What follows belongs to an exercise in optimizing a design on an open flow for small area; a production flow would make more cautious choices. Function was checked by simulation only, so behaviour that the tests miss may differ from the original.

==> inputs of 11-19 <==
// conv_top
module conv_top
#(
    parameter DATA_WIDTH  = 8,
    parameter KERNEL_SIZE = 25
)
(
    input  logic                     i_clk,
    input  logic                     i_arstn,
    input  logic                     i_arstn_perf,
    input  logic                     i_enable_count2,
    input  logic                     i_ready,
    input  logic                     i_valid,
    input  logic [KERNEL_SIZE - 1:0] i_bit_X,
    input  logic [KERNEL_SIZE - 1:0] i_bit_K,
    output logic [              1:0] o_conv,
    output logic                     o_ready,
    output logic                     o_valid,
    output logic [             31:0] o_perf_cycle_count,
    output logic [             31:0] o_perf_cycle_count2
);
clock: 12.0 ns
lec_check: 0
cap_margin: 20
core_margin: 2
core_utilization: 65
cts_buf_list: sky130_fd_sc_hd__clkbuf_8
cts_cluster_diameter: 50
cts_cluster_size: 15
slew_margin: 20
run.sh (not shown) runs the stock make flow with config.mk's settings and CLKGATE_MAP_FILE= SYNTH_SCRIPT=/design/flow/synth_recipe.tcl, a recipe that flattens the netlist after the stock synthesis.
==> 10-06: changes against 11-19 <==
CTS_BUF_LIST = default   (was sky130_fd_sc_hd__clkbuf_8)
CTS_CLUSTER_DIAMETER = default   (was 50)
CTS_CLUSTER_SIZE = default   (was 15)
==> 08-11: changes against 11-19 <==
ABC_AREA = 1   (was default)
CORE_UTILIZATION = 40   (was 65)
CTS_BUF_LIST = default   (was sky130_fd_sc_hd__clkbuf_8)
CTS_CLUSTER_DIAMETER = default   (was 50)
CTS_CLUSTER_SIZE = default   (was 15)
==> qor summary <==
Run status: 10-06 timing/DRC/antenna clean; 08-11 timing/DRC/antenna clean; 11-19 timing/DRC/antenna clean
Peak fanout along the critical path: 10-06 39; 08-11 2; 11-19 15
Post-route insts no fill: 10-06 2241; 08-11 2745; 11-19 2218
Clk_skew: 10-06 0.0239 ns; 08-11 0.0299 ns; 11-19 0.0215 ns
Average via count per standard cell: 10-06 5.31; 08-11 4.56; 11-19 5.25
Multi-input gate count: 10-06 885; 08-11 1004; 11-19 885
Maximum number of pins on one net before global-route repair: 10-06 87; 08-11 65; 11-19 87
Number of buffers inserted during clock tree synthesis: 10-06 51; 08-11 55; 11-19 48
Slowest cell delay on critical path: 10-06 0.57 ns; 08-11 0.58 ns; 11-19 0.56 ns
Global routing met1 resource utilization: 10-06 0.360; 08-11 0.239; 11-19 0.354
Starting density of the core: 10-06 0.658; 08-11 0.404; 11-19 0.658
Clock latency reported for the late side of the worst-skew pair: 10-06 0.57 ns; 08-11 0.61 ns; 11-19 0.59 ns
Routability Congestion: 10-06 0.843; 08-11 0.862; 11-19 0.843
Worst Tran Pin Value: 10-06 0.857 ns; 08-11 0.918 ns; 11-19 0.848 ns
Antenna violations before repair: 10-06 0; 08-11 1; 11-19 0
Area overhead of the layout relative to synthesis: 10-06 18.6%; 08-11 21.0%; 11-19 14.1%
Non-clock inverter count in the final layout: 10-06 147; 08-11 255; 11-19 147
Register-to-register setup slack: 10-06 1.24 ns; 08-11 1.34 ns; 11-19 1.21 ns

==> v18 <==
conv_top, a different RTL version from the one above (not shown whole).
==> module conv_top, before the edit <==
module conv_top
#(
    parameter DATA_WIDTH  = 8,
    parameter KERNEL_SIZE = 25
)
(
    input  logic                     i_clk,
    input  logic                     i_arstn,
    input  logic                     i_arstn_perf,
    input  logic                     i_enable_count2,
    input  logic                     i_ready,
    input  logic                     i_valid,
    input  logic [KERNEL_SIZE - 1:0] i_bit_X,
    input  logic [KERNEL_SIZE - 1:0] i_bit_K,
    output logic [              1:0] o_conv,
    output logic                     o_ready,
    output logic                     o_valid,
    output logic [             31:0] o_perf_cycle_count,
    output logic [             31:0] o_perf_cycle_count2
);
    typedef enum logic [2:0] {
        IDLE       = 3'd0,
        READ       = 3'd1,
        WAIT_RES   = 3'd2,
        READ_DONE  = 3'd3,
        WRITE      = 3'd4,
        WRITE_DONE = 3'd5
    } state_t;
    state_t PS;
    state_t NS;
    logic [3:0] s_count;     
    logic       s_c2;        
    logic [1:0] s_ph;        
    logic       s_idle;
    assign s_idle = (PS == IDLE);
    always_comb begin
        NS = PS;
        case (PS)
            IDLE:       if (i_valid) NS = READ;
            READ:       NS = WAIT_RES;
            WAIT_RES:   NS = ((s_count >= 4'd5) & (s_count <= 4'd12)) ? WRITE : READ_DONE;
            READ_DONE:  if (~i_valid) NS = IDLE;
            WRITE:      if (~i_ready) NS = WRITE_DONE;
            WRITE_DONE: if (i_ready)  NS = IDLE;
            default:    NS = PS;
        endcase
    end
    always_ff @(posedge i_clk, negedge i_arstn) begin
        if (~i_arstn) begin
            PS      <= IDLE;
            s_count <= 4'd0;
            s_c2    <= 1'b0;
            s_ph    <= 2'd0;
        end
        else begin
            PS      <= NS;
            s_c2    <= (PS == WAIT_RES);
            s_ph    <= s_ph + 2'd1;
            if (s_idle & i_valid)
                s_count <= s_count + 4'd1;
        end
    end
    assign o_ready = s_idle;
    assign o_valid = (PS == WRITE);
    counter PERF1 (
        .i_clk   ( i_clk              ),
        .i_arstn ( i_arstn_perf       ),
        .i_inc   ( PS == READ         ),
        .o_count ( o_perf_cycle_count )
    );
    counter PERF2 (
        .i_clk   ( i_clk               ),
        .i_arstn ( i_arstn_perf        ),
        .i_inc   ( i_enable_count2     ),
        .o_count ( o_perf_cycle_count2 )
    );
    logic [3:0] s_bit;       
    logic       s_act;
    logic [2:0] s_col_e, s_col_o;
    logic       s_mk_e, s_mk_o, s_mx_e, s_mx_o, s_ins_e, s_ins_o;
    assign s_bit   = s_idle ? s_count : s_count - 4'd1;
    assign s_act   = (s_idle ? i_valid : ((PS == READ) | (PS == WAIT_RES) | s_c2)) & ~s_bit[3];
    assign s_col_e = {s_ph, 1'b0};
    assign s_col_o = {s_ph, 1'b1};
    assign s_mk_e  = s_act & (s_col_e <= s_bit[2:0]);
    assign s_mk_o  = s_act & (s_col_o <= s_bit[2:0]);
    assign s_mx_e  = s_act & (s_col_e <  s_bit[2:0]);
    assign s_mx_o  = s_act & (s_col_o <  s_bit[2:0]);
    assign s_ins_e = s_act & (s_col_e == s_bit[2:0]);
    assign s_ins_o = s_act & (s_col_o == s_bit[2:0]);
    logic [KERNEL_SIZE - 1:0] s_x, s_k;          
    logic [KERNEL_SIZE - 1:0] s_hold_x, s_hold_k;
    logic [KERNEL_SIZE - 1:0] s_pp_e1, s_pp_e2, s_pp_o1, s_pp_o2;
    assign s_x = s_idle ? i_bit_X : s_hold_x;
    assign s_k = s_idle ? i_bit_K : s_hold_k;
    always_ff @(posedge i_clk) begin
        s_hold_x <= s_x;
        s_hold_k <= s_k;
    end
    genvar i;
    generate
        for (i = 0; i < KERNEL_SIZE; i++) begin : serial_multipier
            logic s_tx_e, s_tx_o, s_tk_e, s_tk_o;
            serial_mul S_MUL0 (
                .i_clk   ( i_clk   ),
                .i_ins_e ( s_ins_e ),
                .i_ins_o ( s_ins_o ),
                .i_x     ( s_x[i]  ),
                .i_k     ( s_k[i]  ),
                .o_x_e   ( s_tx_e  ),
                .o_x_o   ( s_tx_o  ),
                .o_k_e   ( s_tk_e  ),
                .o_k_o   ( s_tk_o  )
            );
            assign s_pp_e1[i] = s_x[i] & s_tk_e & s_mk_e;
            assign s_pp_e2[i] = s_k[i] & s_tx_e & s_mx_e;
            assign s_pp_o1[i] = s_x[i] & s_tk_o & s_mk_o;
            assign s_pp_o2[i] = s_k[i] & s_tx_o & s_mx_o;
        end
    endgenerate
    logic [7:0] s_pop;
    popcnt #(.N(2 * KERNEL_SIZE)) POP0 (
        .e ( {s_pp_e2, s_pp_e1} ),
        .o ( {s_pp_o2, s_pp_o1} ),
        .p ( s_pop              )
    );
    logic [7:0]  s_pop_q;
    logic [3:0]  s_sh, s_sh_q;
    logic [15:0] s_acc;
    assign s_sh = s_bit + {1'b0, s_col_e};
    always_ff @(posedge i_clk, negedge i_arstn) begin
        if (~i_arstn) begin
            s_pop_q <= 8'd0;
            s_sh_q  <= 4'd0;
            s_acc   <= 16'd0;
        end
        else begin
            s_pop_q <= s_pop;
            s_sh_q  <= s_sh;
            s_acc   <= s_acc + ({8'd0, s_pop_q} << s_sh_q);
        end
    end
    logic [15:0] s_acc_out;
    assign s_acc_out = {s_acc[15:8],
                        s_acc[7] ^ (s_pop_q[0] & (s_sh_q == 4'd7)) ^ (s_pop[0] & (s_sh == 4'd7)),
                        s_acc[6:0]};
    t2b DIGIT0 (
        .i_acc   ( s_acc_out    ),
        .i_cnt   ( s_count[2:0] ),
        .o_digit ( o_conv       )
    );
endmodule
clock: 12.0 ns
lec_check: 0
cap_margin: 20
core_margin: 2
core_utilization: 40
slew_margin: 20
==> v8: changes against v18 <==
--- a/flow/design.v
+++ b/flow/design.v
@@ -466,7 +466,7 @@
     logic [2:0] s_col_e, s_col_o;
     logic       s_mk_e, s_mk_o, s_mx_e, s_mx_o, s_ins_e, s_ins_o;
     assign s_bit   = s_idle ? s_count : s_count - 4'd1;
-    assign s_act   = (s_idle ? i_valid : ((PS == READ) | (PS == WAIT_RES) | s_c2)) & ~s_bit[3];
+    assign s_act   = (s_idle | (PS == READ) | (PS == WAIT_RES) | s_c2) & ~s_bit[3];
     assign s_col_e = {s_ph, 1'b0};
     assign s_col_o = {s_ph, 1'b1};
     assign s_mk_e  = s_act & (s_col_e <= s_bit[2:0]);
@@ -522,7 +522,7 @@
             s_acc   <= 16'd0;
         end
         else begin
-            s_pop_q <= s_pop;
+            s_pop_q <= (s_idle & ~i_valid) ? 8'd0 : s_pop;
             s_sh_q  <= s_sh;
             s_acc   <= s_acc + ({8'd0, s_pop_q} << s_sh_q);
         end
==> flow/flow/run.sh (new file) <==
#!/bin/bash
# Own layout flow: the standard layout (standard.sh, standard synthesis) with two changes
# made through ORFS variables appended to config.mk:
#  - port buffers are sky130_fd_sc_hd__buf_1 (buffer_ports -buffer_cell);
#  - clock tree synthesis without dummy loads, clkbuf_4 buffers, clusters of at most 10 sinks.
# The output of the ORFS make run goes to flow_make.log; ORFS keeps each tool's log in orfs/logs.
set -euo pipefail
cat >> config.mk <<'CFG'
export BUFFER_PORTS_ARGS = -buffer_cell sky130_fd_sc_hd__buf_1
export CTS_ARGS = -sink_clustering_enable -repair_clock_nets -dont_use_dummy_load -buf_list sky130_fd_sc_hd__clkbuf_4 -sink_clustering_size 10 -sink_clustering_max_diameter 40
CFG
bash standard.sh > flow_make.log 2>&1
==> flow/standard.sh (new file) <==
#!/bin/bash
# synth_recipe.tcl (not shown) runs the flow's synth.tcl, then flattens the netlist and writes it again
# the make line also repeats each setting of config.mk as NAME=value (left out here)
make -C /OpenROAD-flow-scripts/flow DESIGN_CONFIG=/design/flow/config.mk WORK_HOME=/design/flow/orfs CLKGATE_MAP_FILE= SYNTH_SCRIPT=/design/flow/synth_recipe.tcl "${@:-finish}"
--- a/flow/config.mk
+++ b/flow/config.mk
@@ -5,7 +5,12 @@
 export SDC_FILE = /design/flow/constraint.sdc
 export NUM_CORES = 4
 export LEC_CHECK = 0
-export CAP_MARGIN = 20
+export CAP_MARGIN = 30
 export CORE_MARGIN = 2
-export CORE_UTILIZATION = 40
+export CORE_UTILIZATION = 65
+export CTS_BUF_LIST = sky130_fd_sc_hd__clkbuf_8
+export CTS_CLUSTER_DIAMETER = 50
+export CTS_CLUSTER_SIZE = 15
 export SLEW_MARGIN = 20
+export BUFFER_PORTS_ARGS = -buffer_cell sky130_fd_sc_hd__buf_1
+export CTS_ARGS = -sink_clustering_enable -repair_clock_nets -dont_use_dummy_load -buf_list sky130_fd_sc_hd__clkbuf_4 -sink_clustering_size 10 -sink_clustering_max_diameter 40
removed: flow/run.sh
==> v30: changes against v18 <==
--- a/flow/design.v
+++ b/flow/design.v
@@ -466,7 +466,7 @@
     logic [2:0] s_col_e, s_col_o;
     logic       s_mk_e, s_mk_o, s_mx_e, s_mx_o, s_ins_e, s_ins_o;
     assign s_bit   = s_idle ? s_count : s_count - 4'd1;
-    assign s_act   = (s_idle ? i_valid : ((PS == READ) | (PS == WAIT_RES) | s_c2)) & ~s_bit[3];
+    assign s_act   = (s_idle | (PS == READ) | (PS == WAIT_RES) | s_c2) & ~s_bit[3];
     assign s_col_e = {s_ph, 1'b0};
     assign s_col_o = {s_ph, 1'b1};
     assign s_mk_e  = s_act & (s_col_e <= s_bit[2:0]);
@@ -522,7 +522,7 @@
             s_acc   <= 16'd0;
         end
         else begin
-            s_pop_q <= s_pop;
+            s_pop_q <= (s_idle & ~i_valid) ? 8'd0 : s_pop;
             s_sh_q  <= s_sh;
             s_acc   <= s_acc + ({8'd0, s_pop_q} << s_sh_q);
         end
==> flow/flow/run.sh (new file) <==
#!/bin/bash
# Own layout flow: the standard layout (standard.sh, standard synthesis) with two changes
# made through ORFS variables appended to config.mk:
#  - port buffers are sky130_fd_sc_hd__buf_1 (buffer_ports -buffer_cell);
#  - power recovery (downsizing) after global routing;
#  - clock tree synthesis without dummy loads, clkbuf_8 buffers, clusters of at most 15 sinks.
# The output of the ORFS make run goes to flow_make.log; ORFS keeps each tool's log in orfs/logs.
set -euo pipefail
cat >> config.mk <<'CFG'
export BUFFER_PORTS_ARGS = -buffer_cell sky130_fd_sc_hd__buf_1
export CTS_ARGS = -sink_clustering_enable -repair_clock_nets -dont_use_dummy_load -buf_list sky130_fd_sc_hd__clkbuf_8 -sink_clustering_size 15 -sink_clustering_max_diameter 50
export RECOVER_POWER = 100
CFG
bash standard.sh > flow_make.log 2>&1
==> flow/standard.sh (new file) <==
#!/bin/bash
# synth_recipe.tcl (not shown) runs the flow's synth.tcl, then flattens the netlist and writes it again
# the make line also repeats each setting of config.mk as NAME=value (left out here)
make -C /OpenROAD-flow-scripts/flow DESIGN_CONFIG=/design/flow/config.mk WORK_HOME=/design/flow/orfs CLKGATE_MAP_FILE= SYNTH_SCRIPT=/design/flow/synth_recipe.tcl "${@:-finish}"
--- a/flow/config.mk
+++ b/flow/config.mk
@@ -5,7 +5,13 @@
 export SDC_FILE = /design/flow/constraint.sdc
 export NUM_CORES = 4
 export LEC_CHECK = 0
-export CAP_MARGIN = 20
+export CAP_MARGIN = 30
 export CORE_MARGIN = 2
-export CORE_UTILIZATION = 40
+export CORE_UTILIZATION = 65
+export CTS_BUF_LIST = sky130_fd_sc_hd__clkbuf_8
+export CTS_CLUSTER_DIAMETER = 50
+export CTS_CLUSTER_SIZE = 15
 export SLEW_MARGIN = 20
+export BUFFER_PORTS_ARGS = -buffer_cell sky130_fd_sc_hd__buf_1
+export CTS_ARGS = -sink_clustering_enable -repair_clock_nets -dont_use_dummy_load -buf_list sky130_fd_sc_hd__clkbuf_8 -sink_clustering_size 15 -sink_clustering_max_diameter 50
+export RECOVER_POWER = 100
removed: flow/run.sh
==> run summary <==
v18 completed with no timing, DRC or antenna violations. v30 finished with max-capacitance violations, max-slew violations left. v8 completed with no timing, DRC or antenna violations. The lowest non-clock buffer count belongs to v30, the highest to v18. The highest utilization belongs to v8, the lowest to v18. The lowest routed wire length belongs to v30, the highest to v18. Between v8 and v18, the lower worst hold slack is in v8 (gap 42 ps). In flip-flop and latch count, v8 and v30 do not differ. Of v18 and v8, v18 has the higher count of clock-buffer cells in the layout (gap 4). Against v30, the final cell count of v8 is larger by about 1.3%.

-- re-timing with driven ports --
Ports are ideal in the flow. The routed layouts listed here were re-timed in OpenROAD.
Step 1 assumes that a clkbuf_16 drives the clock port and a buf_2 every other input.
Step 2 times the ports against the registers' clock, not the clock port: input delays grow and output delays shrink by t, the midpoint of the rising clock arrivals with the driver on.
Three values: ideal ports, drivers, drivers and shift; two values: the first two.
| run | t (ns) | setup WS [ns] | slew at the worst register clock pin (ns) |
|---|---|---|---|
| 11-19 | 0.629 | 0.415 / 0.365 / 0.463 | 0.09 / 0.09 |
| 10-06 | 0.607 | 0.394 / 0.342 / 0.407 | 0.07 / 0.07 |
| 08-11 | 0.655 | 0.631 / 0.604 / 0.570 | 0.07 / 0.07 |
| v18 | 0.643 | 0.375 / 0.307 / 0.307 | 0.07 / 0.07 |
| v8 | 0.720 | 0.460 / 0.409 / 0.862 | 0.11 / 0.11 |
| v30 | 0.619 | 0.616 / 0.567 / 0.694 | 0.09 / 0.09 |
The setup slack of v18, which loses most, moves by -0.068 ns with the drivers and by -0.068 ns with both steps.
